Background: an optimization exercise with open tools, aiming at small area. Do not read the settings as production practice. Function was checked by simulation only, so behaviour that the tests miss may differ from the original. Power is estimated from default activity; no workload was simulated.

File: config.mk
export PLATFORM = sky130hd
export DESIGN_NAME = matrix_alu_top
export DESIGN_NICKNAME = matrix_alu_top
export VERILOG_FILES = /design/flow/design.v
export SDC_FILE = /design/flow/constraint.sdc
export NUM_CORES = 4
export LEC_CHECK = 0
export CAP_MARGIN = 20
export CORE_MARGIN = 2
export CORE_UTILIZATION = 40
export SLEW_MARGIN = 20
File: constraint.sdc
create_clock -name core_clock -period 5.2 [get_ports {clk}]
set_input_delay 1.0400 -clock core_clock [delete_from_list [all_inputs] [get_ports {clk}]]
set_output_delay 1.0400 -clock core_clock [all_outputs]
set_load 0.01 [all_outputs]
File: design.v
module matrix_calculator(
    input  wire        op,
    input  wire [31:0] A, B,
    output wire [31:0] C
);
    wire [7:0] a11 = A[31:24], a12 = A[23:16], a21 = A[15:8], a22 = A[7:0];
    wire [7:0] b11 = B[31:24], b12 = B[23:16], b21 = B[15:8], b22 = B[7:0];
    wire [7:0] g11 = {b11[7:1] & {7{~op}}, b11[0] | op};    
    wire [7:0] g22 = {b22[7:1] & {7{~op}}, b22[0] | op};    
    wire [7:0] g21 = b21 & {8{~op}};                        
    wire [7:0] g12 = b12 & {8{~op}};                        
    wire p1 = a11[0] & g11[0];
    wire p2 = a11[0] & g11[1];
    wire p3 = a11[0] & g11[2];
    wire p4 = a11[0] & g11[3];
    wire p5 = a11[0] & g11[4];
    wire p6 = a11[0] & g11[5];
    wire p7 = a11[0] & g11[6];
    wire p8 = a11[0] & g11[7];
    wire p9 = a11[1] & g11[0];
    wire p10 = a11[1] & g11[1];
    wire p11 = a11[1] & g11[2];
    wire p12 = a11[1] & g11[3];
    wire p13 = a11[1] & g11[4];
    wire p14 = a11[1] & g11[5];
    wire p15 = a11[1] & g11[6];
    wire p16 = a11[2] & g11[0];
    wire p17 = a11[2] & g11[1];
    wire p18 = a11[2] & g11[2];
    wire p19 = a11[2] & g11[3];
    wire p20 = a11[2] & g11[4];
    wire p21 = a11[2] & g11[5];
    wire p22 = a11[3] & g11[0];
    wire p23 = a11[3] & g11[1];
    wire p24 = a11[3] & g11[2];
    wire p25 = a11[3] & g11[3];
    wire p26 = a11[3] & g11[4];
    wire p27 = a11[4] & g11[0];
    wire p28 = a11[4] & g11[1];
    wire p29 = a11[4] & g11[2];
    wire p30 = a11[4] & g11[3];
    wire p31 = a11[5] & g11[0];
    wire p32 = a11[5] & g11[1];
    wire p33 = a11[5] & g11[2];
    wire p34 = a11[6] & g11[0];
    wire p35 = a11[6] & g11[1];
    wire p36 = a11[7] & g11[0];
    wire p37 = (a12[0] & g21[0]) | (op & b11[0]);
    wire p38 = a12[0] & g21[1];
    wire p39 = a12[0] & g21[2];
    wire p40 = a12[0] & g21[3];
    wire p41 = a12[0] & g21[4];
    wire p42 = a12[0] & g21[5];
    wire p43 = a12[0] & g21[6];
    wire p44 = a12[0] & g21[7];
    wire p45 = (a12[1] & g21[0]) | (op & b11[1]);
    wire p46 = a12[1] & g21[1];
    wire p47 = a12[1] & g21[2];
    wire p48 = a12[1] & g21[3];
    wire p49 = a12[1] & g21[4];
    wire p50 = a12[1] & g21[5];
    wire p51 = a12[1] & g21[6];
    wire p52 = (a12[2] & g21[0]) | (op & b11[2]);
    wire p53 = a12[2] & g21[1];
    wire p54 = a12[2] & g21[2];
    wire p55 = a12[2] & g21[3];
    wire p56 = a12[2] & g21[4];
    wire p57 = a12[2] & g21[5];
    wire p58 = (a12[3] & g21[0]) | (op & b11[3]);
    wire p59 = a12[3] & g21[1];
    wire p60 = a12[3] & g21[2];
    wire p61 = a12[3] & g21[3];
    wire p62 = a12[3] & g21[4];
    wire p63 = (a12[4] & g21[0]) | (op & b11[4]);
    wire p64 = a12[4] & g21[1];
    wire p65 = a12[4] & g21[2];
    wire p66 = a12[4] & g21[3];
    wire p67 = (a12[5] & g21[0]) | (op & b11[5]);
    wire p68 = a12[5] & g21[1];
    wire p69 = a12[5] & g21[2];
    wire p70 = (a12[6] & g21[0]) | (op & b11[6]);
    wire p71 = a12[6] & g21[1];
    wire p72 = (a12[7] & g21[0]) | (op & b11[7]);
    wire s73 = p1 ^ p37;
    wire c74 = p1 & p37;
    wire s75 = p2 ^ p38 ^ p45;
    wire c76 = (p2 & p38) | (p2 & p45) | (p38 & p45);
    wire s77 = p9 ^ c74 ^ s75;
    wire c78 = (p9 & c74) | (p9 & s75) | (c74 & s75);
    wire s79 = p10 ^ p16 ^ p3;
    wire c80 = (p10 & p16) | (p10 & p3) | (p16 & p3);
    wire s81 = p39 ^ p46 ^ p52;
    wire c82 = (p39 & p46) | (p39 & p52) | (p46 & p52);
    wire s83 = c76 ^ s79 ^ s81;
    wire c84 = (c76 & s79) | (c76 & s81) | (s79 & s81);
    wire s85 = c78 ^ s83;
    wire c86 = c78 & s83;
    wire s87 = p11 ^ p17 ^ p22;
    wire c88 = (p11 & p17) | (p11 & p22) | (p17 & p22);
    wire s89 = p4 ^ p40 ^ p47;
    wire c90 = (p4 & p40) | (p4 & p47) | (p40 & p47);
    wire s91 = p53 ^ p58 ^ c80;
    wire c92 = (p53 & p58) | (p53 & c80) | (p58 & c80);
    wire s93 = c82 ^ s87 ^ s89;
    wire c94 = (c82 & s87) | (c82 & s89) | (s87 & s89);
    wire s95 = c84 ^ s91 ^ s93;
    wire c96 = (c84 & s91) | (c84 & s93) | (s91 & s93);
    wire s97 = c86 ^ s95;
    wire c98 = c86 & s95;
    wire s99 = p12 ^ p18 ^ p23;
    wire c100 = (p12 & p18) | (p12 & p23) | (p18 & p23);
    wire s101 = p27 ^ p41 ^ p48;
    wire c102 = (p27 & p41) | (p27 & p48) | (p41 & p48);
    wire s103 = p5 ^ p54 ^ p59;
    wire c104 = (p5 & p54) | (p5 & p59) | (p54 & p59);
    wire s105 = p63 ^ c88 ^ c90;
    wire c106 = (p63 & c88) | (p63 & c90) | (c88 & c90);
    wire s107 = s101 ^ s103 ^ s99;
    wire c108 = (s101 & s103) | (s101 & s99) | (s103 & s99);
    wire s109 = c92 ^ c94 ^ s105;
    wire c110 = (c92 & c94) | (c92 & s105) | (c94 & s105);
    wire s111 = s107 ^ c96 ^ s109;
    wire c112 = (s107 & c96) | (s107 & s109) | (c96 & s109);
    wire s113 = c98 ^ s111;
    wire c114 = c98 & s111;
    wire s115 = p13 ^ p19 ^ p24;
    wire c116 = (p13 & p19) | (p13 & p24) | (p19 & p24);
    wire s117 = p28 ^ p31 ^ p42;
    wire c118 = (p28 & p31) | (p28 & p42) | (p31 & p42);
    wire s119 = p49 ^ p55 ^ p6;
    wire c120 = (p49 & p55) | (p49 & p6) | (p55 & p6);
    wire s121 = p60 ^ p64 ^ p67;
    wire c122 = (p60 & p64) | (p60 & p67) | (p64 & p67);
    wire s123 = c100 ^ c102 ^ c104;
    wire c124 = (c100 & c102) | (c100 & c104) | (c102 & c104);
    wire s125 = s115 ^ s117 ^ s119;
    wire c126 = (s115 & s117) | (s115 & s119) | (s117 & s119);
    wire s127 = s121 ^ c106 ^ c108;
    wire c128 = (s121 & c106) | (s121 & c108) | (c106 & c108);
    wire s129 = s123 ^ s125 ^ c110;
    wire c130 = (s123 & s125) | (s123 & c110) | (s125 & c110);
    wire s131 = s127 ^ c112 ^ s129;
    wire c132 = (s127 & c112) | (s127 & s129) | (c112 & s129);
    wire s133 = c114 ^ s131;
    wire c134 = c114 & s131;
    wire s135 = p14 ^ p20 ^ p25;
    wire c136 = (p14 & p20) | (p14 & p25) | (p20 & p25);
    wire s137 = p29 ^ p32 ^ p34;
    wire c138 = (p29 & p32) | (p29 & p34) | (p32 & p34);
    wire s139 = p43 ^ p50 ^ p56;
    wire c140 = (p43 & p50) | (p43 & p56) | (p50 & p56);
    wire s141 = p61 ^ p65 ^ p68;
    wire c142 = (p61 & p65) | (p61 & p68) | (p65 & p68);
    wire s143 = p7 ^ p70 ^ c116;
    wire c144 = (p7 & p70) | (p7 & c116) | (p70 & c116);
    wire s145 = c118 ^ c120 ^ c122;
    wire c146 = (c118 & c120) | (c118 & c122) | (c120 & c122);
    wire s147 = s135 ^ s137 ^ s139;
    wire c148 = (s135 & s137) | (s135 & s139) | (s137 & s139);
    wire s149 = s141 ^ c124 ^ c126;
    wire c150 = (s141 & c124) | (s141 & c126) | (c124 & c126);
    wire s151 = s143 ^ s145 ^ s147;
    wire c152 = (s143 & s145) | (s143 & s147) | (s145 & s147);
    wire s153 = c128 ^ s149 ^ s151;
    wire c154 = (c128 & s149) | (c128 & s151) | (s149 & s151);
    wire s155 = c130 ^ s153 ^ c132;
    wire c156 = (c130 & s153) | (c130 & c132) | (s153 & c132);
    wire s157 = c134 ^ s155;
    wire c158 = c134 & s155;
    assign C[31:24] = {p15 ^ p21 ^ p26 ^ p30 ^ p33 ^ p35 ^ p36 ^ p44 ^ p51 ^ p57 ^ p62 ^ p66 ^ p69 ^ p71 ^ p72 ^ p8 ^ c136 ^ c138 ^ c140 ^ c142 ^ c144 ^ c146 ^ c148 ^ c150 ^ c152 ^ c154 ^ c156 ^ c158, s157, s133, s113, s97, s85, s77, s73};
    wire p159 = a12[0] & g22[0];
    wire p160 = a12[0] & g22[1];
    wire p161 = a12[0] & g22[2];
    wire p162 = a12[0] & g22[3];
    wire p163 = a12[0] & g22[4];
    wire p164 = a12[0] & g22[5];
    wire p165 = a12[0] & g22[6];
    wire p166 = a12[0] & g22[7];
    wire p167 = a12[1] & g22[0];
    wire p168 = a12[1] & g22[1];
    wire p169 = a12[1] & g22[2];
    wire p170 = a12[1] & g22[3];
    wire p171 = a12[1] & g22[4];
    wire p172 = a12[1] & g22[5];
    wire p173 = a12[1] & g22[6];
    wire p174 = a12[2] & g22[0];
    wire p175 = a12[2] & g22[1];
    wire p176 = a12[2] & g22[2];
    wire p177 = a12[2] & g22[3];
    wire p178 = a12[2] & g22[4];
    wire p179 = a12[2] & g22[5];
    wire p180 = a12[3] & g22[0];
    wire p181 = a12[3] & g22[1];
    wire p182 = a12[3] & g22[2];
    wire p183 = a12[3] & g22[3];
    wire p184 = a12[3] & g22[4];
    wire p185 = a12[4] & g22[0];
    wire p186 = a12[4] & g22[1];
    wire p187 = a12[4] & g22[2];
    wire p188 = a12[4] & g22[3];
    wire p189 = a12[5] & g22[0];
    wire p190 = a12[5] & g22[1];
    wire p191 = a12[5] & g22[2];
    wire p192 = a12[6] & g22[0];
    wire p193 = a12[6] & g22[1];
    wire p194 = a12[7] & g22[0];
    wire p195 = (a11[0] & g12[0]) | (op & b12[0]);
    wire p196 = a11[0] & g12[1];
    wire p197 = a11[0] & g12[2];
    wire p198 = a11[0] & g12[3];
    wire p199 = a11[0] & g12[4];
    wire p200 = a11[0] & g12[5];
    wire p201 = a11[0] & g12[6];
    wire p202 = a11[0] & g12[7];
    wire p203 = (a11[1] & g12[0]) | (op & b12[1]);
    wire p204 = a11[1] & g12[1];
    wire p205 = a11[1] & g12[2];
    wire p206 = a11[1] & g12[3];
    wire p207 = a11[1] & g12[4];
    wire p208 = a11[1] & g12[5];
    wire p209 = a11[1] & g12[6];
    wire p210 = (a11[2] & g12[0]) | (op & b12[2]);
    wire p211 = a11[2] & g12[1];
    wire p212 = a11[2] & g12[2];
    wire p213 = a11[2] & g12[3];
    wire p214 = a11[2] & g12[4];
    wire p215 = a11[2] & g12[5];
    wire p216 = (a11[3] & g12[0]) | (op & b12[3]);
    wire p217 = a11[3] & g12[1];
    wire p218 = a11[3] & g12[2];
    wire p219 = a11[3] & g12[3];
    wire p220 = a11[3] & g12[4];
    wire p221 = (a11[4] & g12[0]) | (op & b12[4]);
    wire p222 = a11[4] & g12[1];
    wire p223 = a11[4] & g12[2];
    wire p224 = a11[4] & g12[3];
    wire p225 = (a11[5] & g12[0]) | (op & b12[5]);
    wire p226 = a11[5] & g12[1];
    wire p227 = a11[5] & g12[2];
    wire p228 = (a11[6] & g12[0]) | (op & b12[6]);
    wire p229 = a11[6] & g12[1];
    wire p230 = (a11[7] & g12[0]) | (op & b12[7]);
    wire s231 = p159 ^ p195;
    wire c232 = p159 & p195;
    wire s233 = p160 ^ p167 ^ p196;
    wire c234 = (p160 & p167) | (p160 & p196) | (p167 & p196);
    wire s235 = p203 ^ c232 ^ s233;
    wire c236 = (p203 & c232) | (p203 & s233) | (c232 & s233);
    wire s237 = p161 ^ p168 ^ p174;
    wire c238 = (p161 & p168) | (p161 & p174) | (p168 & p174);
    wire s239 = p197 ^ p204 ^ p210;
    wire c240 = (p197 & p204) | (p197 & p210) | (p204 & p210);
    wire s241 = c234 ^ s237 ^ s239;
    wire c242 = (c234 & s237) | (c234 & s239) | (s237 & s239);
    wire s243 = c236 ^ s241;
    wire c244 = c236 & s241;
    wire s245 = p162 ^ p169 ^ p175;
    wire c246 = (p162 & p169) | (p162 & p175) | (p169 & p175);
    wire s247 = p180 ^ p198 ^ p205;
    wire c248 = (p180 & p198) | (p180 & p205) | (p198 & p205);
    wire s249 = p211 ^ p216 ^ c238;
    wire c250 = (p211 & p216) | (p211 & c238) | (p216 & c238);
    wire s251 = c240 ^ s245 ^ s247;
    wire c252 = (c240 & s245) | (c240 & s247) | (s245 & s247);
    wire s253 = c242 ^ s249 ^ s251;
    wire c254 = (c242 & s249) | (c242 & s251) | (s249 & s251);
    wire s255 = c244 ^ s253;
    wire c256 = c244 & s253;
    wire s257 = p163 ^ p170 ^ p176;
    wire c258 = (p163 & p170) | (p163 & p176) | (p170 & p176);
    wire s259 = p181 ^ p185 ^ p199;
    wire c260 = (p181 & p185) | (p181 & p199) | (p185 & p199);
    wire s261 = p206 ^ p212 ^ p217;
    wire c262 = (p206 & p212) | (p206 & p217) | (p212 & p217);
    wire s263 = p221 ^ c246 ^ c248;
    wire c264 = (p221 & c246) | (p221 & c248) | (c246 & c248);
    wire s265 = s257 ^ s259 ^ s261;
    wire c266 = (s257 & s259) | (s257 & s261) | (s259 & s261);
    wire s267 = c250 ^ c252 ^ s263;
    wire c268 = (c250 & c252) | (c250 & s263) | (c252 & s263);
    wire s269 = s265 ^ c254 ^ s267;
    wire c270 = (s265 & c254) | (s265 & s267) | (c254 & s267);
    wire s271 = c256 ^ s269;
    wire c272 = c256 & s269;
    wire s273 = p164 ^ p171 ^ p177;
    wire c274 = (p164 & p171) | (p164 & p177) | (p171 & p177);
    wire s275 = p182 ^ p186 ^ p189;
    wire c276 = (p182 & p186) | (p182 & p189) | (p186 & p189);
    wire s277 = p200 ^ p207 ^ p213;
    wire c278 = (p200 & p207) | (p200 & p213) | (p207 & p213);
    wire s279 = p218 ^ p222 ^ p225;
    wire c280 = (p218 & p222) | (p218 & p225) | (p222 & p225);
    wire s281 = c258 ^ c260 ^ c262;
    wire c282 = (c258 & c260) | (c258 & c262) | (c260 & c262);
    wire s283 = s273 ^ s275 ^ s277;
    wire c284 = (s273 & s275) | (s273 & s277) | (s275 & s277);
    wire s285 = s279 ^ c264 ^ c266;
    wire c286 = (s279 & c264) | (s279 & c266) | (c264 & c266);
    wire s287 = s281 ^ s283 ^ c268;
    wire c288 = (s281 & s283) | (s281 & c268) | (s283 & c268);
    wire s289 = s285 ^ c270 ^ s287;
    wire c290 = (s285 & c270) | (s285 & s287) | (c270 & s287);
    wire s291 = c272 ^ s289;
    wire c292 = c272 & s289;
    wire s293 = p165 ^ p172 ^ p178;
    wire c294 = (p165 & p172) | (p165 & p178) | (p172 & p178);
    wire s295 = p183 ^ p187 ^ p190;
    wire c296 = (p183 & p187) | (p183 & p190) | (p187 & p190);
    wire s297 = p192 ^ p201 ^ p208;
    wire c298 = (p192 & p201) | (p192 & p208) | (p201 & p208);
    wire s299 = p214 ^ p219 ^ p223;
    wire c300 = (p214 & p219) | (p214 & p223) | (p219 & p223);
    wire s301 = p226 ^ p228 ^ c274;
    wire c302 = (p226 & p228) | (p226 & c274) | (p228 & c274);
    wire s303 = c276 ^ c278 ^ c280;
    wire c304 = (c276 & c278) | (c276 & c280) | (c278 & c280);
    wire s305 = s293 ^ s295 ^ s297;
    wire c306 = (s293 & s295) | (s293 & s297) | (s295 & s297);
    wire s307 = s299 ^ c282 ^ c284;
    wire c308 = (s299 & c282) | (s299 & c284) | (c282 & c284);
    wire s309 = s301 ^ s303 ^ s305;
    wire c310 = (s301 & s303) | (s301 & s305) | (s303 & s305);
    wire s311 = c286 ^ s307 ^ s309;
    wire c312 = (c286 & s307) | (c286 & s309) | (s307 & s309);
    wire s313 = c288 ^ s311 ^ c290;
    wire c314 = (c288 & s311) | (c288 & c290) | (s311 & c290);
    wire s315 = c292 ^ s313;
    wire c316 = c292 & s313;
    assign C[23:16] = {p166 ^ p173 ^ p179 ^ p184 ^ p188 ^ p191 ^ p193 ^ p194 ^ p202 ^ p209 ^ p215 ^ p220 ^ p224 ^ p227 ^ p229 ^ p230 ^ c294 ^ c296 ^ c298 ^ c300 ^ c302 ^ c304 ^ c306 ^ c308 ^ c310 ^ c312 ^ c314 ^ c316, s315, s291, s271, s255, s243, s235, s231};
    wire p317 = a21[0] & g11[0];
    wire p318 = a21[0] & g11[1];
    wire p319 = a21[0] & g11[2];
    wire p320 = a21[0] & g11[3];
    wire p321 = a21[0] & g11[4];
    wire p322 = a21[0] & g11[5];
    wire p323 = a21[0] & g11[6];
    wire p324 = a21[0] & g11[7];
    wire p325 = a21[1] & g11[0];
    wire p326 = a21[1] & g11[1];
    wire p327 = a21[1] & g11[2];
    wire p328 = a21[1] & g11[3];
    wire p329 = a21[1] & g11[4];
    wire p330 = a21[1] & g11[5];
    wire p331 = a21[1] & g11[6];
    wire p332 = a21[2] & g11[0];
    wire p333 = a21[2] & g11[1];
    wire p334 = a21[2] & g11[2];
    wire p335 = a21[2] & g11[3];
    wire p336 = a21[2] & g11[4];
    wire p337 = a21[2] & g11[5];
    wire p338 = a21[3] & g11[0];
    wire p339 = a21[3] & g11[1];
    wire p340 = a21[3] & g11[2];
    wire p341 = a21[3] & g11[3];
    wire p342 = a21[3] & g11[4];
    wire p343 = a21[4] & g11[0];
    wire p344 = a21[4] & g11[1];
    wire p345 = a21[4] & g11[2];
    wire p346 = a21[4] & g11[3];
    wire p347 = a21[5] & g11[0];
    wire p348 = a21[5] & g11[1];
    wire p349 = a21[5] & g11[2];
    wire p350 = a21[6] & g11[0];
    wire p351 = a21[6] & g11[1];
    wire p352 = a21[7] & g11[0];
    wire p353 = (a22[0] & g21[0]) | (op & b21[0]);
    wire p354 = a22[0] & g21[1];
    wire p355 = a22[0] & g21[2];
    wire p356 = a22[0] & g21[3];
    wire p357 = a22[0] & g21[4];
    wire p358 = a22[0] & g21[5];
    wire p359 = a22[0] & g21[6];
    wire p360 = a22[0] & g21[7];
    wire p361 = (a22[1] & g21[0]) | (op & b21[1]);
    wire p362 = a22[1] & g21[1];
    wire p363 = a22[1] & g21[2];
    wire p364 = a22[1] & g21[3];
    wire p365 = a22[1] & g21[4];
    wire p366 = a22[1] & g21[5];
    wire p367 = a22[1] & g21[6];
    wire p368 = (a22[2] & g21[0]) | (op & b21[2]);
    wire p369 = a22[2] & g21[1];
    wire p370 = a22[2] & g21[2];
    wire p371 = a22[2] & g21[3];
    wire p372 = a22[2] & g21[4];
    wire p373 = a22[2] & g21[5];
    wire p374 = (a22[3] & g21[0]) | (op & b21[3]);
    wire p375 = a22[3] & g21[1];
    wire p376 = a22[3] & g21[2];
    wire p377 = a22[3] & g21[3];
    wire p378 = a22[3] & g21[4];
    wire p379 = (a22[4] & g21[0]) | (op & b21[4]);
    wire p380 = a22[4] & g21[1];
    wire p381 = a22[4] & g21[2];
    wire p382 = a22[4] & g21[3];
    wire p383 = (a22[5] & g21[0]) | (op & b21[5]);
    wire p384 = a22[5] & g21[1];
    wire p385 = a22[5] & g21[2];
    wire p386 = (a22[6] & g21[0]) | (op & b21[6]);
    wire p387 = a22[6] & g21[1];
    wire p388 = (a22[7] & g21[0]) | (op & b21[7]);
    wire s389 = p317 ^ p353;
    wire c390 = p317 & p353;
    wire s391 = p318 ^ p325 ^ p354;
    wire c392 = (p318 & p325) | (p318 & p354) | (p325 & p354);
    wire s393 = p361 ^ c390 ^ s391;
    wire c394 = (p361 & c390) | (p361 & s391) | (c390 & s391);
    wire s395 = p319 ^ p326 ^ p332;
    wire c396 = (p319 & p326) | (p319 & p332) | (p326 & p332);
    wire s397 = p355 ^ p362 ^ p368;
    wire c398 = (p355 & p362) | (p355 & p368) | (p362 & p368);
    wire s399 = c392 ^ s395 ^ s397;
    wire c400 = (c392 & s395) | (c392 & s397) | (s395 & s397);
    wire s401 = c394 ^ s399;
    wire c402 = c394 & s399;
    wire s403 = p320 ^ p327 ^ p333;
    wire c404 = (p320 & p327) | (p320 & p333) | (p327 & p333);
    wire s405 = p338 ^ p356 ^ p363;
    wire c406 = (p338 & p356) | (p338 & p363) | (p356 & p363);
    wire s407 = p369 ^ p374 ^ c396;
    wire c408 = (p369 & p374) | (p369 & c396) | (p374 & c396);
    wire s409 = c398 ^ s403 ^ s405;
    wire c410 = (c398 & s403) | (c398 & s405) | (s403 & s405);
    wire s411 = c400 ^ s407 ^ s409;
    wire c412 = (c400 & s407) | (c400 & s409) | (s407 & s409);
    wire s413 = c402 ^ s411;
    wire c414 = c402 & s411;
    wire s415 = p321 ^ p328 ^ p334;
    wire c416 = (p321 & p328) | (p321 & p334) | (p328 & p334);
    wire s417 = p339 ^ p343 ^ p357;
    wire c418 = (p339 & p343) | (p339 & p357) | (p343 & p357);
    wire s419 = p364 ^ p370 ^ p375;
    wire c420 = (p364 & p370) | (p364 & p375) | (p370 & p375);
    wire s421 = p379 ^ c404 ^ c406;
    wire c422 = (p379 & c404) | (p379 & c406) | (c404 & c406);
    wire s423 = s415 ^ s417 ^ s419;
    wire c424 = (s415 & s417) | (s415 & s419) | (s417 & s419);
    wire s425 = c408 ^ c410 ^ s421;
    wire c426 = (c408 & c410) | (c408 & s421) | (c410 & s421);
    wire s427 = s423 ^ c412 ^ s425;
    wire c428 = (s423 & c412) | (s423 & s425) | (c412 & s425);
    wire s429 = c414 ^ s427;
    wire c430 = c414 & s427;
    wire s431 = p322 ^ p329 ^ p335;
    wire c432 = (p322 & p329) | (p322 & p335) | (p329 & p335);
    wire s433 = p340 ^ p344 ^ p347;
    wire c434 = (p340 & p344) | (p340 & p347) | (p344 & p347);
    wire s435 = p358 ^ p365 ^ p371;
    wire c436 = (p358 & p365) | (p358 & p371) | (p365 & p371);
    wire s437 = p376 ^ p380 ^ p383;
    wire c438 = (p376 & p380) | (p376 & p383) | (p380 & p383);
    wire s439 = c416 ^ c418 ^ c420;
    wire c440 = (c416 & c418) | (c416 & c420) | (c418 & c420);
    wire s441 = s431 ^ s433 ^ s435;
    wire c442 = (s431 & s433) | (s431 & s435) | (s433 & s435);
    wire s443 = s437 ^ c422 ^ c424;
    wire c444 = (s437 & c422) | (s437 & c424) | (c422 & c424);
    wire s445 = s439 ^ s441 ^ c426;
    wire c446 = (s439 & s441) | (s439 & c426) | (s441 & c426);
    wire s447 = s443 ^ c428 ^ s445;
    wire c448 = (s443 & c428) | (s443 & s445) | (c428 & s445);
    wire s449 = c430 ^ s447;
    wire c450 = c430 & s447;
    wire s451 = p323 ^ p330 ^ p336;
    wire c452 = (p323 & p330) | (p323 & p336) | (p330 & p336);
    wire s453 = p341 ^ p345 ^ p348;
    wire c454 = (p341 & p345) | (p341 & p348) | (p345 & p348);
    wire s455 = p350 ^ p359 ^ p366;
    wire c456 = (p350 & p359) | (p350 & p366) | (p359 & p366);
    wire s457 = p372 ^ p377 ^ p381;
    wire c458 = (p372 & p377) | (p372 & p381) | (p377 & p381);
    wire s459 = p384 ^ p386 ^ c432;
    wire c460 = (p384 & p386) | (p384 & c432) | (p386 & c432);
    wire s461 = c434 ^ c436 ^ c438;
    wire c462 = (c434 & c436) | (c434 & c438) | (c436 & c438);
    wire s463 = s451 ^ s453 ^ s455;
    wire c464 = (s451 & s453) | (s451 & s455) | (s453 & s455);
    wire s465 = s457 ^ c440 ^ c442;
    wire c466 = (s457 & c440) | (s457 & c442) | (c440 & c442);
    wire s467 = s459 ^ s461 ^ s463;
    wire c468 = (s459 & s461) | (s459 & s463) | (s461 & s463);
    wire s469 = c444 ^ s465 ^ s467;
    wire c470 = (c444 & s465) | (c444 & s467) | (s465 & s467);
    wire s471 = c446 ^ s469 ^ c448;
    wire c472 = (c446 & s469) | (c446 & c448) | (s469 & c448);
    wire s473 = c450 ^ s471;
    wire c474 = c450 & s471;
    assign C[15:8] = {p324 ^ p331 ^ p337 ^ p342 ^ p346 ^ p349 ^ p351 ^ p352 ^ p360 ^ p367 ^ p373 ^ p378 ^ p382 ^ p385 ^ p387 ^ p388 ^ c452 ^ c454 ^ c456 ^ c458 ^ c460 ^ c462 ^ c464 ^ c466 ^ c468 ^ c470 ^ c472 ^ c474, s473, s449, s429, s413, s401, s393, s389};
    wire p475 = a22[0] & g22[0];
    wire p476 = a22[0] & g22[1];
    wire p477 = a22[0] & g22[2];
    wire p478 = a22[0] & g22[3];
    wire p479 = a22[0] & g22[4];
    wire p480 = a22[0] & g22[5];
    wire p481 = a22[0] & g22[6];
    wire p482 = a22[0] & g22[7];
    wire p483 = a22[1] & g22[0];
    wire p484 = a22[1] & g22[1];
    wire p485 = a22[1] & g22[2];
    wire p486 = a22[1] & g22[3];
    wire p487 = a22[1] & g22[4];
    wire p488 = a22[1] & g22[5];
    wire p489 = a22[1] & g22[6];
    wire p490 = a22[2] & g22[0];
    wire p491 = a22[2] & g22[1];
    wire p492 = a22[2] & g22[2];
    wire p493 = a22[2] & g22[3];
    wire p494 = a22[2] & g22[4];
    wire p495 = a22[2] & g22[5];
    wire p496 = a22[3] & g22[0];
    wire p497 = a22[3] & g22[1];
    wire p498 = a22[3] & g22[2];
    wire p499 = a22[3] & g22[3];
    wire p500 = a22[3] & g22[4];
    wire p501 = a22[4] & g22[0];
    wire p502 = a22[4] & g22[1];
    wire p503 = a22[4] & g22[2];
    wire p504 = a22[4] & g22[3];
    wire p505 = a22[5] & g22[0];
    wire p506 = a22[5] & g22[1];
    wire p507 = a22[5] & g22[2];
    wire p508 = a22[6] & g22[0];
    wire p509 = a22[6] & g22[1];
    wire p510 = a22[7] & g22[0];
    wire p511 = (a21[0] & g12[0]) | (op & b22[0]);
    wire p512 = a21[0] & g12[1];
    wire p513 = a21[0] & g12[2];
    wire p514 = a21[0] & g12[3];
    wire p515 = a21[0] & g12[4];
    wire p516 = a21[0] & g12[5];
    wire p517 = a21[0] & g12[6];
    wire p518 = a21[0] & g12[7];
    wire p519 = (a21[1] & g12[0]) | (op & b22[1]);
    wire p520 = a21[1] & g12[1];
    wire p521 = a21[1] & g12[2];
    wire p522 = a21[1] & g12[3];
    wire p523 = a21[1] & g12[4];
    wire p524 = a21[1] & g12[5];
    wire p525 = a21[1] & g12[6];
    wire p526 = (a21[2] & g12[0]) | (op & b22[2]);
    wire p527 = a21[2] & g12[1];
    wire p528 = a21[2] & g12[2];
    wire p529 = a21[2] & g12[3];
    wire p530 = a21[2] & g12[4];
    wire p531 = a21[2] & g12[5];
    wire p532 = (a21[3] & g12[0]) | (op & b22[3]);
    wire p533 = a21[3] & g12[1];
    wire p534 = a21[3] & g12[2];
    wire p535 = a21[3] & g12[3];
    wire p536 = a21[3] & g12[4];
    wire p537 = (a21[4] & g12[0]) | (op & b22[4]);
    wire p538 = a21[4] & g12[1];
    wire p539 = a21[4] & g12[2];
    wire p540 = a21[4] & g12[3];
    wire p541 = (a21[5] & g12[0]) | (op & b22[5]);
    wire p542 = a21[5] & g12[1];
    wire p543 = a21[5] & g12[2];
    wire p544 = (a21[6] & g12[0]) | (op & b22[6]);
    wire p545 = a21[6] & g12[1];
    wire p546 = (a21[7] & g12[0]) | (op & b22[7]);
    wire s547 = p475 ^ p511;
    wire c548 = p475 & p511;
    wire s549 = p476 ^ p483 ^ p512;
    wire c550 = (p476 & p483) | (p476 & p512) | (p483 & p512);
    wire s551 = p519 ^ c548 ^ s549;
    wire c552 = (p519 & c548) | (p519 & s549) | (c548 & s549);
    wire s553 = p477 ^ p484 ^ p490;
    wire c554 = (p477 & p484) | (p477 & p490) | (p484 & p490);
    wire s555 = p513 ^ p520 ^ p526;
    wire c556 = (p513 & p520) | (p513 & p526) | (p520 & p526);
    wire s557 = c550 ^ s553 ^ s555;
    wire c558 = (c550 & s553) | (c550 & s555) | (s553 & s555);
    wire s559 = c552 ^ s557;
    wire c560 = c552 & s557;
    wire s561 = p478 ^ p485 ^ p491;
    wire c562 = (p478 & p485) | (p478 & p491) | (p485 & p491);
    wire s563 = p496 ^ p514 ^ p521;
    wire c564 = (p496 & p514) | (p496 & p521) | (p514 & p521);
    wire s565 = p527 ^ p532 ^ c554;
    wire c566 = (p527 & p532) | (p527 & c554) | (p532 & c554);
    wire s567 = c556 ^ s561 ^ s563;
    wire c568 = (c556 & s561) | (c556 & s563) | (s561 & s563);
    wire s569 = c558 ^ s565 ^ s567;
    wire c570 = (c558 & s565) | (c558 & s567) | (s565 & s567);
    wire s571 = c560 ^ s569;
    wire c572 = c560 & s569;
    wire s573 = p479 ^ p486 ^ p492;
    wire c574 = (p479 & p486) | (p479 & p492) | (p486 & p492);
    wire s575 = p497 ^ p501 ^ p515;
    wire c576 = (p497 & p501) | (p497 & p515) | (p501 & p515);
    wire s577 = p522 ^ p528 ^ p533;
    wire c578 = (p522 & p528) | (p522 & p533) | (p528 & p533);
    wire s579 = p537 ^ c562 ^ c564;
    wire c580 = (p537 & c562) | (p537 & c564) | (c562 & c564);
    wire s581 = s573 ^ s575 ^ s577;
    wire c582 = (s573 & s575) | (s573 & s577) | (s575 & s577);
    wire s583 = c566 ^ c568 ^ s579;
    wire c584 = (c566 & c568) | (c566 & s579) | (c568 & s579);
    wire s585 = s581 ^ c570 ^ s583;
    wire c586 = (s581 & c570) | (s581 & s583) | (c570 & s583);
    wire s587 = c572 ^ s585;
    wire c588 = c572 & s585;
    wire s589 = p480 ^ p487 ^ p493;
    wire c590 = (p480 & p487) | (p480 & p493) | (p487 & p493);
    wire s591 = p498 ^ p502 ^ p505;
    wire c592 = (p498 & p502) | (p498 & p505) | (p502 & p505);
    wire s593 = p516 ^ p523 ^ p529;
    wire c594 = (p516 & p523) | (p516 & p529) | (p523 & p529);
    wire s595 = p534 ^ p538 ^ p541;
    wire c596 = (p534 & p538) | (p534 & p541) | (p538 & p541);
    wire s597 = c574 ^ c576 ^ c578;
    wire c598 = (c574 & c576) | (c574 & c578) | (c576 & c578);
    wire s599 = s589 ^ s591 ^ s593;
    wire c600 = (s589 & s591) | (s589 & s593) | (s591 & s593);
    wire s601 = s595 ^ c580 ^ c582;
    wire c602 = (s595 & c580) | (s595 & c582) | (c580 & c582);
    wire s603 = s597 ^ s599 ^ c584;
    wire c604 = (s597 & s599) | (s597 & c584) | (s599 & c584);
    wire s605 = s601 ^ c586 ^ s603;
    wire c606 = (s601 & c586) | (s601 & s603) | (c586 & s603);
    wire s607 = c588 ^ s605;
    wire c608 = c588 & s605;
    wire s609 = p481 ^ p488 ^ p494;
    wire c610 = (p481 & p488) | (p481 & p494) | (p488 & p494);
    wire s611 = p499 ^ p503 ^ p506;
    wire c612 = (p499 & p503) | (p499 & p506) | (p503 & p506);
    wire s613 = p508 ^ p517 ^ p524;
    wire c614 = (p508 & p517) | (p508 & p524) | (p517 & p524);
    wire s615 = p530 ^ p535 ^ p539;
    wire c616 = (p530 & p535) | (p530 & p539) | (p535 & p539);
    wire s617 = p542 ^ p544 ^ c590;
    wire c618 = (p542 & p544) | (p542 & c590) | (p544 & c590);
    wire s619 = c592 ^ c594 ^ c596;
    wire c620 = (c592 & c594) | (c592 & c596) | (c594 & c596);
    wire s621 = s609 ^ s611 ^ s613;
    wire c622 = (s609 & s611) | (s609 & s613) | (s611 & s613);
    wire s623 = s615 ^ c598 ^ c600;
    wire c624 = (s615 & c598) | (s615 & c600) | (c598 & c600);
    wire s625 = s617 ^ s619 ^ s621;
    wire c626 = (s617 & s619) | (s617 & s621) | (s619 & s621);
    wire s627 = c602 ^ s623 ^ s625;
    wire c628 = (c602 & s623) | (c602 & s625) | (s623 & s625);
    wire s629 = c604 ^ s627 ^ c606;
    wire c630 = (c604 & s627) | (c604 & c606) | (s627 & c606);
    wire s631 = c608 ^ s629;
    wire c632 = c608 & s629;
    assign C[7:0] = {p482 ^ p489 ^ p495 ^ p500 ^ p504 ^ p507 ^ p509 ^ p510 ^ p518 ^ p525 ^ p531 ^ p536 ^ p540 ^ p543 ^ p545 ^ p546 ^ c610 ^ c612 ^ c614 ^ c616 ^ c618 ^ c620 ^ c622 ^ c624 ^ c626 ^ c628 ^ c630 ^ c632, s631, s607, s587, s571, s559, s551, s547};
endmodule
module matrix_alu_top (
    input  wire        clk,
    input  wire        op,
    input  wire [31:0] A,
    input  wire [31:0] B,
    output reg  [31:0] C
);
reg        op_r;
reg [31:0] a_r, b_r;
wire [31:0] c_w;
always @(posedge clk) begin
    op_r <= op;
    a_r  <= A;
    b_r  <= B;
    C    <= c_w;
end
matrix_calculator alu (
    .op(op_r),
    .A(a_r),
    .B(b_r),
    .C(c_w)
);
endmodule
File: flow/run.sh
#!/bin/bash
# Standard synthesis, then re-choose full-adder / gate output polarities to
# drop inverters (flow/fapol.py), then the standard layout with the
# smallest buffer on the ports.
set -euo pipefail
NET=orfs/results/sky130hd/matrix_alu_top/base/1_2_yosys.v
bash standard.sh synth > synth.log 2>&1
cp $NET synth_orig.v
python3 flow/fapol.py synth_orig.v $NET > fapol.log 2>&1
touch $NET
bash standard.sh synth > synth_odb.log 2>&1
export BUFFER_PORTS_ARGS="-buffer_cell sky130_fd_sc_hd__buf_1"
bash standard.sh finish > finish.log 2>&1
File: flow/fapol.py
#!/usr/bin/env python3
"""Re-choose the polarity of full-adder cells (and of gates with a
complementary twin) in a mapped sky130hd netlist so that fewer inverters are
needed. A full adder is self-dual: fa(~a,~b,~c) = (~cout, ~sum).
usage: fapol.py IN.v OUT.v"""
import re, sys, random

PFX = 'sky130_fd_sc_hd__'
OUTPINS = {'X', 'Y', 'Q', 'Q_N', 'SUM', 'COUT', 'HI', 'LO'}
# complementary twins: (type, outpin) <-> (type, outpin), same inputs
TWINS = {}
AREA = {'inv_1': 3.7536, 'nand2_1': 3.7536, 'and2_1': 6.256, 'nor2_1': 3.7536,
        'or2_1': 6.256, 'xor2_1': 8.7584, 'xnor2_1': 8.7584, 'a21oi_1': 5.0048,
        'a21o_1': 7.5072, 'o21ai_0': 5.0048, 'o21a_1': 7.5072, 'a22oi_1': 7.5072,
        'a22o_1': 8.7584, 'nor2b_1': 6.256, 'or2b_1': 7.5072, 'nand2b_1': 6.256,
        'and2b_1': 7.5072, 'nand3_1': 5.0048, 'and3_1': 6.256, 'nor3_1': 5.0048,
        'or3_1': 6.256, 'o22ai_1': 6.256, 'o22a_1': 8.7584, 'xnor3_1': 22.5216,
        'xor3_1': 23.7728}
for a, b in [('and2_1', 'nand2_1'), ('or2_1', 'nor2_1'), ('xor2_1', 'xnor2_1'),
             ('a21o_1', 'a21oi_1'), ('o21a_1', 'o21ai_0'), ('a22o_1', 'a22oi_1'),
             ('or2b_1', 'nor2b_1'), ('and2b_1', 'nand2b_1'), ('and3_1', 'nand3_1'),
             ('or3_1', 'nor3_1'), ('o22a_1', 'o22ai_1'), ('xor3_1', 'xnor3_1')]:
    TWINS[a] = b
    TWINS[b] = a
INV = AREA['inv_1']
YOUT = {'nand2_1', 'nor2_1', 'xnor2_1', 'a21oi_1', 'o21ai_0', 'a22oi_1', 'nor2b_1',
        'nand2b_1', 'nand3_1', 'nor3_1', 'o22ai_1', 'inv_1'}

src = open(sys.argv[1]).read()
cell_re = re.compile(r'^  (' + PFX + r'\w+)\s+(\S+)\s*\((.*?)\n  \);\n', re.S | re.M)
pin_re = re.compile(r'\.(\w+)\(([^()]*)\)')

cells = []
for m in cell_re.finditer(src):
    t, n, body = m.group(1), m.group(2), m.group(3)
    pins = [(p, v.strip()) for p, v in pin_re.findall(body)]
    cells.append({'t': t[len(PFX):], 'n': n, 'pins': pins, 'span': m.span()})

def outpin(t, p):
    return p in OUTPINS

drv = {}
for i, c in enumerate(cells):
    for p, v in c['pins']:
        if v and outpin(c['t'], p):
            drv[v] = (i, p)

def is_inv(c):
    return c['t'].startswith('inv_') or c['t'].startswith('clkinv')

ports = set()
for m in re.finditer(r'^\s*(input|output)\s*(\[[^\]]*\])?\s*([^;]+);', src, re.M):
    for nm in m.group(3).split(','):
        ports.add(nm.strip())
def is_port_net(v):
    return v.split('[')[0].strip() in ports

def root(v):
    pol = 0
    seen = 0
    while v in drv and is_inv(cells[drv[v][0]]):
        c = cells[drv[v][0]]
        v = dict(c['pins'])['A']
        pol ^= 1
        seen += 1
        assert seen < 100
    return v, pol

flip_ok = [c['t'].startswith('fa_') or c['t'] in TWINS for c in cells]
loads = {}   # base signal -> list of (cell idx, pin, pol)
for i, c in enumerate(cells):
    if is_inv(c):
        continue
    for p, v in c['pins']:
        if not v or outpin(c['t'], p):
            continue
        s, pol = root(v)
        loads.setdefault(s, []).append((i, p, pol))
# inverters driving ports: keep them as they are
keep_inv = set()
for i, c in enumerate(cells):
    if is_inv(c) and is_port_net(dict(c['pins'])['Y']):
        keep_inv.add(i)
        s, pol = root(dict(c['pins'])['Y'])
        loads.setdefault(s, []).append((i, 'PORT', pol))

f = [0] * len(cells)

def provided(s):
    if s in drv:
        i, p = drv[s]
        if flip_ok[i]:
            return f[i]
    return 0

XORT = {'xor2_1', 'xnor2_1', 'xor3_1', 'xnor3_1'}
def wants(s):
    """set of polarities (relative to the logical signal s) the loads need"""
    w = set()
    for i, p, pol in loads.get(s, []):
        if cells[i]['t'] in XORT and p != 'PORT':
            continue   # an xor absorbs an inverted input by becoming an xnor
        if cells[i]['t'].startswith('fa_') and p != 'PORT':
            w.add(pol ^ f[i])
        else:
            w.add(pol)
    return w

def sig_cost(s):
    return INV if (provided(s) ^ 1) in wants(s) else 0.0

def cell_sigs(i):
    c = cells[i]
    out = set()
    for p, v in c['pins']:
        if not v:
            continue
        if outpin(c['t'], p):
            out.add(v)
        elif c['t'].startswith('fa_'):
            out.add(root(v)[0])
    return out

def cell_area(i):
    t = cells[i]['t']
    if t in TWINS and f[i]:
        return AREA[TWINS[t]]
    return AREA.get(t, 0.0)

sigs_of = [cell_sigs(i) if flip_ok[i] else set() for i in range(len(cells))]
def delta(i):
    ss = sigs_of[i]
    before = sum(sig_cost(s) for s in ss) + cell_area(i)
    f[i] ^= 1
    after = sum(sig_cost(s) for s in ss) + cell_area(i)
    f[i] ^= 1
    return after - before

allsigs = set(loads) | set(drv)
def total():
    return sum(sig_cost(s) for s in allsigs if not (s in drv and is_inv(cells[drv[s][0]]))) + \
        sum(cell_area(i) for i in range(len(cells)) if flip_ok[i])

flippable = [i for i in range(len(cells)) if flip_ok[i]]
start = total()
rnd = random.Random(1)
import math
cur = start
best = start; bestf = f[:]
T = 4.0
steps = 200000
for k in range(steps):
    T = 4.0 * (1 - k / steps) + 0.01
    i = flippable[rnd.randrange(len(flippable))]
    d = delta(i)
    if d <= 0 or rnd.random() < math.exp(-d / T):
        f[i] ^= 1
        cur += d
        if cur < best - 1e-9:
            best, bestf = cur, f[:]
f = bestf
print(f'fapol: cost {start:.1f} -> {best:.1f}, flipped {sum(f)} cells', file=sys.stderr)

# ---- rewrite ----
newinv = {}     # signal -> inverted net name
def inv_net(phys):
    if phys not in newinv:
        base = phys.strip()
        nm = '\\' + (base[1:] if base.startswith('\\') else base) + '_fpinv '
        newinv[phys] = nm
    return newinv[phys]

def net_for(s, want):
    """net carrying logical (s ^ want)"""
    if want == provided(s):
        return s
    return inv_net(s)

out_cells = []
for i, c in enumerate(cells):
    if is_inv(c) and i not in keep_inv:
        continue
    t = c['t']
    par = f[i] if flip_ok[i] and t in TWINS else 0
    if t in XORT:
        for p, v in c['pins']:
            if v and not outpin(t, p):
                s_, pol = root(v)
                par ^= pol ^ provided(s_)
    nt = TWINS[t] if par else t
    pins = []
    for p, v in c['pins']:
        np_ = p
        if t in TWINS and nt != t:
            # output pin names differ between X / Y twins
            if p in ('X', 'Y'):
                np_ = 'Y' if p == 'X' else 'X'
        if not v or outpin(t, p) or i in keep_inv:
            if i in keep_inv and p == 'A':
                s, pol = root(v)
                v = net_for(s, pol)
            pins.append((np_, v))
            continue
        s, pol = root(v)
        if t in XORT:
            pins.append((np_, s))
            continue
        w = pol ^ (f[i] if t.startswith('fa_') else 0)
        pins.append((np_, net_for(s, w)))
    out_cells.append((nt, c['n'], pins))

# fix output-pin name for twins: X-cells use X, Y-cells use Y
def fix_out(nt, pins):
    res = []
    for p, v in pins:
        if p in ('X', 'Y'):
            p = 'Y' if nt in YOUT else 'X'
        res.append((p, v))
    return res

def esc(v):
    v = v.strip()
    return v + ' ' if v.startswith('\\') else v

lines = []
for k, (s, nm) in enumerate(sorted(newinv.items())):
    lines.append(f'  wire {nm};')
body = []
for nt, n, pins in out_cells:
    if nt in TWINS:
        pins = fix_out(nt, pins)
    body.append(f'  {PFX}{nt} {n} (\n' + ',\n'.join(f'    .{p}({esc(v)})' for p, v in pins) + '\n  );\n')
for k, (s, nm) in enumerate(sorted(newinv.items())):
    body.append(f'  {PFX}inv_1 fpinv_{k} (\n    .A({esc(s)}),\n    .Y({esc(nm)})\n  );\n')

first = cells[0]['span'][0]
last = cells[-1]['span'][1]
head = src[:first]
tail = src[last:]
# drop nothing from head; add new wires before the first cell
out = head + '\n'.join(lines) + '\n' + ''.join(body) + tail
open(sys.argv[2], 'w').write(out)
File: standard.sh
#!/bin/bash
# synth_recipe.tcl (not shown) runs the flow's synth.tcl, then flattens the netlist and writes it again
# the make line also repeats each setting of config.mk as NAME=value (left out here)
make -C /OpenROAD-flow-scripts/flow DESIGN_CONFIG=/design/flow/config.mk WORK_HOME=/design/flow/orfs CLKGATE_MAP_FILE= SYNTH_SCRIPT=/design/flow/synth_recipe.tcl "${@:-finish}"
==> flow_summary.toml, run 1 <==
[clocking]
path_clk_slew_ns = 0.08
insertion_delay_ns = 0.37
cts_made_buffers = 9
ctsHoldBuffers = 0
clock-sinks = 97
cts_buffer_depth = 2
cts_tree = "done"
cts_root_buf = "clkbuf_16"
htreeDepth = 3

[route]
drt-total-wl_um = 22280
drc = 0
vias_per_cell = 4.933
first_pass_iters = 5
via_count = 5919
drtIter0Drc = 567
antenna_left = 0
wl_per_cell_um = 18.57

[sta]
min_period_ns = 4.991
slew_viol_final = 0
max_slew.worst_pin.slew_ns = 0.4524
setup_tns_ns = 0
period_share_pct = 95.97
rsz0062_at_grt = "true"
max_freq_mhz = 200.4
whs_ns = 0.6847
setup_violations = 0
hold_viol_final = 0
finClkSkew_ns = 0.01365
slew_headroom_pct = 69.80

[setup_path]
worstPathRequired_ns = 5.45
endpoint_kind = "flop"
critPathArrivalTime_ns = 5.24
crit_path_max_fanout = 12
rrSetupSlack_ns = 0.21
path_class = "reg -> reg"
r2r-start = "op_r"
worstRegToRegCells = 17
start_kind = "flop"
r2r_end = "C[31]"

[floorplanning]
start_util_pct = 40.98
ios = 98
die_w_um = 145.4
die-area_mm2 = 0.02115
row_count = 51
die_y_um = 145.4
core_area_mm2 = 0.01953

[placed_design]
place_congestion = 0.9087
place.port_buffers = 97
dp_cells = 1174
dp_hpwl_um = 18010

[layout]
area_growth_pct = 20.64
finalNonFillerCells = 1200
final_core_util_pct = 49.44
antenna_cells_inserted = 0
fin_nets = 1168
layout-drive-gt1-share_pct = 14.55

[power]
ir_drop_mv = 0.1584
cellLeakagePower_nw = 3.583
power.density_mw_per_mm2 = 324.2
total_power_mw = 3.129

[grt]
antenna_found_initial = 0
grt_pass1_wl_um = 35520
track_usage_pct = 21.99
overflow = 0
grt_max_degree = 29
grt_pass1_vias = 6344

[min_path]
holdPathEnd = "C[15]"
min_from = "b_r[15]"
hp-class = "reg -> reg"
whs_path_depth = 2

[flow_run]
maxCapViolCount = 0

[yosys]
syn_inst = 778
mappedNetlistArea_mm2 = 0.008001
synth_area_per_cell_um2 = 10.28
syn-num-nets = 1016
yosys_warnings = 1

[outcome]
status = "no timing/DRC/antenna violations"
==> worst max-delay path: stages (launching register included) <==
cell and delay (ns):
dfxtp_4 0.37, buf_4 0.19, nor2b_2 0.24, buf_4 0.20, nand2_1 0.10, fa_1 0.59, fa_1 0.44, fa_1 0.40
fa_1 0.43, fa_1 0.42, fa_1 0.49, inv_1 0.04, ha_1 0.18, xnor2_1 0.17, xor2_1 0.19, xnor2_1 0.15
xnor2_1 0.10, xor2_1 0.16
==> where the power goes <==
| part | total (mW) | switching (mW) | internal [mW] |
|---|---|---|---|
| Combinational | 1.50 | 0.794 | 0.706 |
| Clock | 0.654 | 0.314 | 0.341 |
| Sequential | 0.975 | 0.0760 | 0.899 |
==> worst max path at each step <==
| stage | from | end | depth (start not counted) | slack [ns] |
|---|---|---|---|---|
| after floorplan | op_r | C[15] | 19 | 0.003 |
| after global placement | op_r | C[7] | 17 | 0.01 |
| after detailed placement | op_r | C[7] | 18 | -0.06 |
| after CTS | b_r[2] | C[7] | 17 | 0.004 |
| after global routing | op_r | C[7] | 18 | -0.02 |
| final | op_r | C[31] | 17 | 0.21 |
==> registers in the layout, indices dropped and copies added (netlist names) <==
signal,cells
C,32
a_r,32
b_r,32
op_r,1
==> metal layers <==
layer / vias up / share of wire, % / wire length (µm) / track usage (%)
li1: 2693 / - / - / -
met1: 2907 / 44 / 9744 / 31.16
met2: 280 / 47 / 10470 / 34.74
met3: 39 / 7.6 / 1692 / 3.918
met4: 0 / 1.7 / 377 / 6.520
met5: - / 0 / 0 / 0
==> metrics by stage <==
step	setup WS, ns	area [µm²]
2_1_floorplan	0.003143	8013
3_3_place_gp	0.01150	9131
3_5_place_dp	-0.05587	9131
4_1_cts	0.004268	9429
5_1_grt	-0.01590	9653
6_report	0.2094	9653
==> timing repair <==
item / in CTS / in global routing
resized for setup: 6 / 43
pin swaps: 2 / 15
cloned: 0 / 1
endpoints found under the setup margin: 1 / 4
setup buffers: 0 / 9
==> area by class of cell <==
type | instances | area (µm²)
fillers | 1861 | 9873
flip-flops and latches | 97 | 1947
multi-input cells | 620 | 5952
well taps | 265 | 331.6
clock inverters | 5 | 38.79
inverters | 25 | 93.84
clock buffers | 11 | 242.7
repair buffers | 177 | 1047
==> placed cells by master (no fill, tap or decap), drive strengths merged, types with 3 or more instances in the layout <==
cell	count
a21oi	6
xor2	39
xnor2	58
nor2b	29
or2b	23
o21a	8
mux2i	3
and3	3
nand3	3
clkinv	3
a22o	5
buf	176
nor2	5
a22oi	12
nand2	242
dfxtp	97
ha	24
fa	148
inv	26
clkbuf	12
==> inputs of run 2 (changes only) <==
--- a/design.v
+++ b/design.v
@@ -653,19 +653,16 @@
     input  wire [31:0] B,
     output reg  [31:0] C
 );
-reg        op_r;
-reg [31:0] a_r, b_r;
 wire [31:0] c_w;
+reg  [31:0] c_r;
 always @(posedge clk) begin
-    op_r <= op;
-    a_r  <= A;
-    b_r  <= B;
-    C    <= c_w;
+    c_r <= c_w;
+    C   <= c_r;
 end
 matrix_calculator alu (
-    .op(op_r),
-    .A(a_r),
-    .B(b_r),
+    .op(op),
+    .A(A),
+    .B(B),
     .C(c_w)
 );
 endmodule
==> flow_summary.toml, run 2 <==
[sta]
max_freq_mhz = 186.8
hold_viol_final = 0
layout_setup_ws_ns = -0.1527
rsz0062_at_grt = "true"
period_share_pct = 102.9
setup_violations = 4
slew_viol_final = 0
finClkSkew_ns = 0.002604
min_period_ns = 5.353
max_slew.worst_pin.slew_ns = 0.3889
slew_headroom_pct = 73.95

[clocking]
cts_tree = "done"
cts_root_buf = "clkbuf_16"
insertion_delay_ns = 0.35
cts_made_buffers = 9
cts_buffer_depth = 2
htreeDepth = 3
ctsHoldBuffers = 0
clock-sinks = 64
path_clk_slew_ns = 0.05

[setup_path]
path_cells = "buf_1 -> nor2b_4 -> nand2_2 -> fa_2 -> fa_1 -> fa_2 -> fa_2 -> fa_2 -> fa_1 -> inv_1 -> ha_2 -> xor2_2 -> xnor2_1 -> xnor2_1 -> xor3_1 -> xnor2_2 -> xor2_1 -> xor2_1"
rrSetupSlack_ns = 4.77
slowest_stage = "fa_1"
crit_path_max_fanout = 2
r2r-start = "c_r[23]"
worst-path-buf-inv = 2
endpoint_kind = "flop"
start_kind = "input pin"
r2r_end = "C[23]"
worstPathRequired_ns = 5.48
path_common_cell = "fa_2"
worstRegToRegCells = 0
critPathArrivalTime_ns = 5.63
crit_family = "adder cells"
path_class = "in -> reg"
crit_path_max_incr_delay_ns = 0.55

[power]
ir_drop_mv = 0.1499
power.density_mw_per_mm2 = 312.0
cellLeakagePower_nw = 3.768
total_power_mw = 3.023

[layout]
fillers = 1641
stdcell_area_mm2 = 0.009689
fin_nets = 1215
layout_common_cells = "nand2_1, buf_4, fa_1"
final_common_cell = "nand2_1"
area_growth_pct = 30.97
antenna_cells_inserted = 0
reg_top3 = "C x32, c_r x32"
finalNonFillerCells = 1211
final_core_util_pct = 53.57
layout-drive-gt1-share_pct = 26.27

[yosys]
yosys_warnings = 1
syn_inst = 755
mappedNetlistArea_mm2 = 0.007398
synth_area_per_cell_um2 = 9.799
syn-num-nets = 993

[floorplanning]
ios = 98
die_w_um = 140
die_y_um = 140
die-area_mm2 = 0.01960
start_util_pct = 40.91
core_area_mm2 = 0.01809
row_count = 49

[route]
drtIter0Drc = 398
wl_per_cell_um = 18.34
drt-total-wl_um = 22210
antenna_left = 0
first_pass_iters = 23
vias_per_cell = 5.000
via_count = 6055
drc = 0

[placed_design]
dp_hpwl_um = 18710
post-place-ws_ns = -0.8754
placed_cell_area_mm2 = 0.009055
place_congestion = 0.9326
dp_cells = 1181
place.port_buffers = 97

[grt]
grt_pass1_vias = 6602
track_usage_pct = 24.09
antenna_found_initial = 0
grt_pass1_wl_um = 35450
grt_max_degree = 19
overflow = 0

[min_path]
holdPathEnd = "C[10]"
whs_path_depth = 0
hp-class = "reg -> reg"
min_from = "c_r[10]"

[outcome]
status = "failed layout checks"
violations = "negative setup slack"

[flow_run]
maxCapViolCount = 0
==> run 2: final cells by class <==
class                   count  area, µm²  area share (%)
clock buffers              13      270.3           2.789
repair buffers            249       1595           16.46
inverters                  29      108.9           1.123
flip-flops and latches     64       1281           13.22
multi-input cells         624       6132           63.29
clock inverters             3      15.01          0.1550
well taps                 229      286.5           2.957
==> run 2: worst max path at each step <==
stage / endpoint / startpoint / cells after the start / slack, ns
2_1_floorplan: c_r[31] / op / 20 / -0.63
3_3_place_gp: c_r[15] / op / 16 / -0.79
4_1_cts: c_r[31] / op / 19 / -0.16
3_5_place_dp: c_r[31] / op / 18 / -0.88
5_1_grt: c_r[31] / B[11] / 18 / -0.38
6_report: c_r[31] / B[11] / 18 / -0.15
==> run 2: per-stage QoR <==
step | hold WS, ns | TNS [ns]
2_1_floorplan | 0.3096 | -1.167
3_3_place_gp | 0.3104 | -2.818
3_5_place_dp | 0.3121 | -3.176
4_1_cts | 0.3235 | -0.4007
5_1_grt | 0.3250 | -1.215
6_report | 0.3224 | -0.3536
==> run 2: per-layer routing <==
layer,track usage [%],part of all wire [%],up-vias
met4,9.995,3.2,0
met3,3.761,6.8,45
li1,-,-,2752
met2,40.24,48,253
met5,0,0,-
met1,31.46,42,3005
==> run 2: report_power, final <==
| part | leakage [nW] | total, mW | switching, mW | internal, mW |
|---|---|---|---|---|
| clock | 0.145 | 0.571 | 0.213 | 0.358 |
| sequential | 0.540 | 0.774 | 0.0437 | 0.730 |
| combinational | 3.08 | 1.68 | 0.878 | 0.800 |
==> run 2: what timing repair did <==
item,in CTS,in global routing
pin swaps,22,21
buffers inserted,7,6
setup endpoints to repair,4,4
gates cloned,1,0
resized for setup,48,18
==> inputs of run 3 (changes only) <==
--- a/design.v
+++ b/design.v
@@ -653,16 +653,19 @@
     input  wire [31:0] B,
     output reg  [31:0] C
 );
+reg        op_r;
+reg [31:0] a_r, b_r;
 wire [31:0] c_w;
-reg  [31:0] c_r;
 always @(posedge clk) begin
-    c_r <= c_w;
-    C   <= c_r;
+    op_r <= op;
+    a_r  <= A;
+    b_r  <= B;
+    C    <= c_w;
 end
 matrix_calculator alu (
-    .op(op),
-    .A(A),
-    .B(B),
+    .op(op_r),
+    .A(a_r),
+    .B(b_r),
     .C(c_w)
 );
 endmodule
--- a/flow/run.sh
+++ b/flow/run.sh
@@ -10,4 +10,5 @@
 touch $NET
 bash standard.sh synth > synth_odb.log 2>&1
 export BUFFER_PORTS_ARGS="-buffer_cell sky130_fd_sc_hd__buf_1"
+export CTS_ARGS="-sink_clustering_enable -repair_clock_nets -dont_use_dummy_load -buf_list {sky130_fd_sc_hd__clkbuf_4 sky130_fd_sc_hd__clkbuf_8}"
 bash standard.sh finish > finish.log 2>&1
--- a/config.mk
+++ b/config.mk
@@ -5,7 +5,8 @@
 export SDC_FILE = /design/flow/constraint.sdc
 export NUM_CORES = 4
 export LEC_CHECK = 0
-export CAP_MARGIN = 20
+export CAP_MARGIN = 10
 export CORE_MARGIN = 2
 export CORE_UTILIZATION = 40
-export SLEW_MARGIN = 20
+export GPL_TIMING_DRIVEN = 0
+export SLEW_MARGIN = 10
==> flow_summary.toml, run 3 <==
[outcome]
status = "failed layout checks"
violations = "negative setup slack"

[placed_design]
dp_hpwl_um = 17070
post-place-ws_ns = -0.7936
dp_cells = 1140
placed_cell_area_mm2 = 0.008708
place_congestion = 0.9009
place.port_buffers = 97

[clocking]
cts_made_buffers = 9
htreeDepth = 3
clock-sinks = 97
path_clk_slew_ns = 0.12
insertion_delay_ns = 0.41
ctsHoldBuffers = 0
cts_buffer_depth = 2
cts_root_buf = "clkbuf_8"
cts_tree = "done"

[yosys]
synth_area_per_cell_um2 = 10.28
syn_inst = 778
syn-num-nets = 1016
yosys_warnings = 1
mappedNetlistArea_mm2 = 0.008001

[flow_run]
maxCapViolCount = 0

[setup_path]
path_class = "reg -> reg"
worst-path-buf-inv = 5
critPathArrivalTime_ns = 5.50
slowest_stage = "fa_1"
worstPathRequired_ns = 5.50
r2r_end = "C[7]"
path_cells = "clkbuf_16 -> clkbuf_16 -> buf_12 -> nor2b_4 -> buf_6 -> nand2_2 -> fa_1 -> fa_1 -> fa_1 -> fa_1 -> fa_1 -> inv_2 -> ha_4 -> xor2_4 -> xor2_2 -> xor2_1 -> xor2_1 -> xor2_1 -> xor2_1"
path_common_cell = "fa_1"
crit_path_max_incr_delay_ns = 0.57
crit_path_max_fanout = 9
endpoint_kind = "flop"
rrSetupSlack_ns = -0.001
worstRegToRegCells = 19
r2r-start = "op_r"
crit_family = "adder cells"
start_kind = "flop"

[grt]
track_usage_pct = 21.79
antenna_found_initial = 1
grt_pass1_wl_um = 34980
grt_max_degree = 21
overflow = 0
grt_pass1_vias = 6334

[layout]
sequential_cell_area_mm2 = 0.001948
finalNonFillerCells = 1168
layout_common_cells = "nand2_1, fa_1, buf_1"
stdcell_area_mm2 = 0.009519
multi_input_area_mm2 = 0.006168
layout-drive-gt1-share_pct = 16.52
area_growth_pct = 18.97
fillers = 1856
final_common_cell = "nand2_1"
reg_top3 = "C x32, a_r x32, b_r x32"
fin_nets = 1142

[route]
via_count = 5875
vias_per_cell = 5.030
wl_per_cell_um = 18.95
met1Wirelength_um = 9272
routed-wl-met3_um = 1917
drc = 0
antenna_left = 0
top_layer_used = "met4"
met2WireLength_um = 10460
drt-total-wl_um = 22140
drtIter0Drc = 525
first_pass_iters = 5

[sta]
period_share_pct = 100.0
max_freq_mhz = 192.3
max_slew.worst_pin.slew_ns = 0.6694
min_period_ns = 5.201
layout_setup_ws_ns = -0.001349
setup_tns_ns = -0.001349
slew_viol_final = 0
rsz0062_at_grt = "true"
setup_violations = 1
hold_viol_final = 0
slew_headroom_pct = 55.37
finClkSkew_ns = 0.04762

[floorplanning]
core_area_mm2 = 0.01953
row_count = 51
die_y_um = 145.4
die_w_um = 145.4
die-area_mm2 = 0.02115
start_util_pct = 40.98
ios = 98

[power]
cellLeakagePower_nw = 3.417
ir_drop_mv = 0.1799
power.density_mw_per_mm2 = 315.2

[min_path]
min_from = "A[16]"
whs_path_depth = 1
hp-class = "in -> reg"
holdPathEnd = "a_r[16]"
## run 3: cell count changes in the layout (fill, tap and decap cells not counted), moves of 8 or more
| cell | before | now |
|---|---|---|
| clkbuf_16 | 10 | 2 |
| buf_4 | 144 | 23 |
| xnor2_1 | 36 | 55 |
| fa_2 | 34 | 42 |
| xor2_1 | 57 | 35 |
| dfxtp_1 | 64 | 94 |
| buf_1 | 87 | 97 |
| clkbuf_8 | 3 | 13 |
| fa_1 | 114 | 106 |
## run 3: how the worst max path moves through the flow
stage          from    end  slack, ns  cells after the start
6_report       op_r   C[7]     -0.001                     19
5_1_grt        op_r  C[15]      -0.12                     20
4_1_cts        op_r   C[7]      -0.04                     19
3_5_place_dp   op_r   C[7]      -0.79                     19
3_3_place_gp   op_r  C[15]      -0.84                     19
2_1_floorplan  op_r  C[15]      0.003                     19
## run 3: final cells by class
cell class                      count  area share [%]
Sequential cell                    97           20.47
Multi-Input combinational cell    620           64.80
Tap cell                          265           3.483
Buffer                             26           2.629
Antenna cell                        1         0.02629
Timing Repair Buffer              125           6.270
Clock buffer                        9           1.301
Inverter                           25           1.025
## run 3: stage by stage
step	utilization [%]	power [mW]	hold WS, ns
finish	48.75	3.001	0.7099
global route	48.74	3.296	0.6890
CTS	47.65	2.930	0.6924
detailed placement	44.60	2.446	0.6816
global placement	44.60	2.420	0.6848
floorplan	-	2.067	0.5396
## run 3: where the power goes
part / switching, mW / total, mW / leakage [nW] / internal, mW
Sequential: 0.0896 / 0.989 / 0.819 / 0.899
Combinational: 0.846 / 1.60 / 2.53 / 0.758
Clock: 0.252 / 0.408 / 0.0647 / 0.156
Total: 1.19 / 3.00 / 3.42 / 1.81
## run 3: routing by layer
layer | vias up | track usage (%)
met5 | - | 0
met4 | 0 | 6.471
met3 | 37 | 5.423
met2 | 298 | 34.72
met1 | 2912 | 29.60
li1 | 2628 | -
## run 3: repair_timing
item,4_1_cts,5_1_grt
setup buffers,25,3
gates resized for setup,99,64
pin swaps,35,49
hold endpoints to repair,0,0
setup endpoints to repair,4,4
## run 3: worst register-to-register path: stages, from the launching register on
cell	delay [ns]
dfxtp_4	0.38
clkbuf_16	0.16
clkbuf_16	0.16
buf_12	0.15
nor2b_4	0.20
buf_6	0.14
nand2_2	0.05
fa_1	0.47
fa_1	0.57
fa_1	0.45
fa_1	0.50
fa_1	0.53
inv_2	0.05
ha_4	0.17
xor2_4	0.15
xor2_2	0.23
xor2_1	0.19
xor2_1	0.18
xor2_1	0.18
xor2_1	0.22

[static timing again, ports no longer ideal]
No port has a modelled driver above. Below, the same layouts with a new extraction and two added sets of constraints. Step 1 (the two cells are an assumption about what drives the block):
set clk [get_ports {clk}]
set_driving_cell -lib_cell sky130_fd_sc_hd__clkbuf_16 $clk
set_driving_cell -lib_cell sky130_fd_sc_hd__buf_2 [delete_from_list [all_inputs] $clk]
Step 2 also shifts input and output timing later by t, the mid clock arrival at the registers, as if the neighbouring blocks saw the same clock. a / b / c = ideal ports / drivers / drivers and shift; a / b = the first two.
| run | t (ns) | setup slack, ns | hold slack, ns | clock arrival spread, ns | cell pins on the clock port's net |
|---|---|---|---|---|---|
| run 1 | 0.405 | 0.209 / 0.209 / 0.209 | 0.685 / 0.685 / 0.685 | 0.014 / 0.014 | 1 |
| run 2 | 0.383 | -0.153 / -0.258 / -0.641 | 0.322 / 0.322 / 0.322 | 0.008 / 0.008 | 1 |
| run 3 | 0.425 | -0.001 / -0.001 / -0.001 | 0.710 / 0.692 / 0.724 | 0.048 / 0.048 | 1 |
For run 2, which loses most, drivers alone change the setup slack by -0.105 ns; drivers and shift together by -0.488 ns.
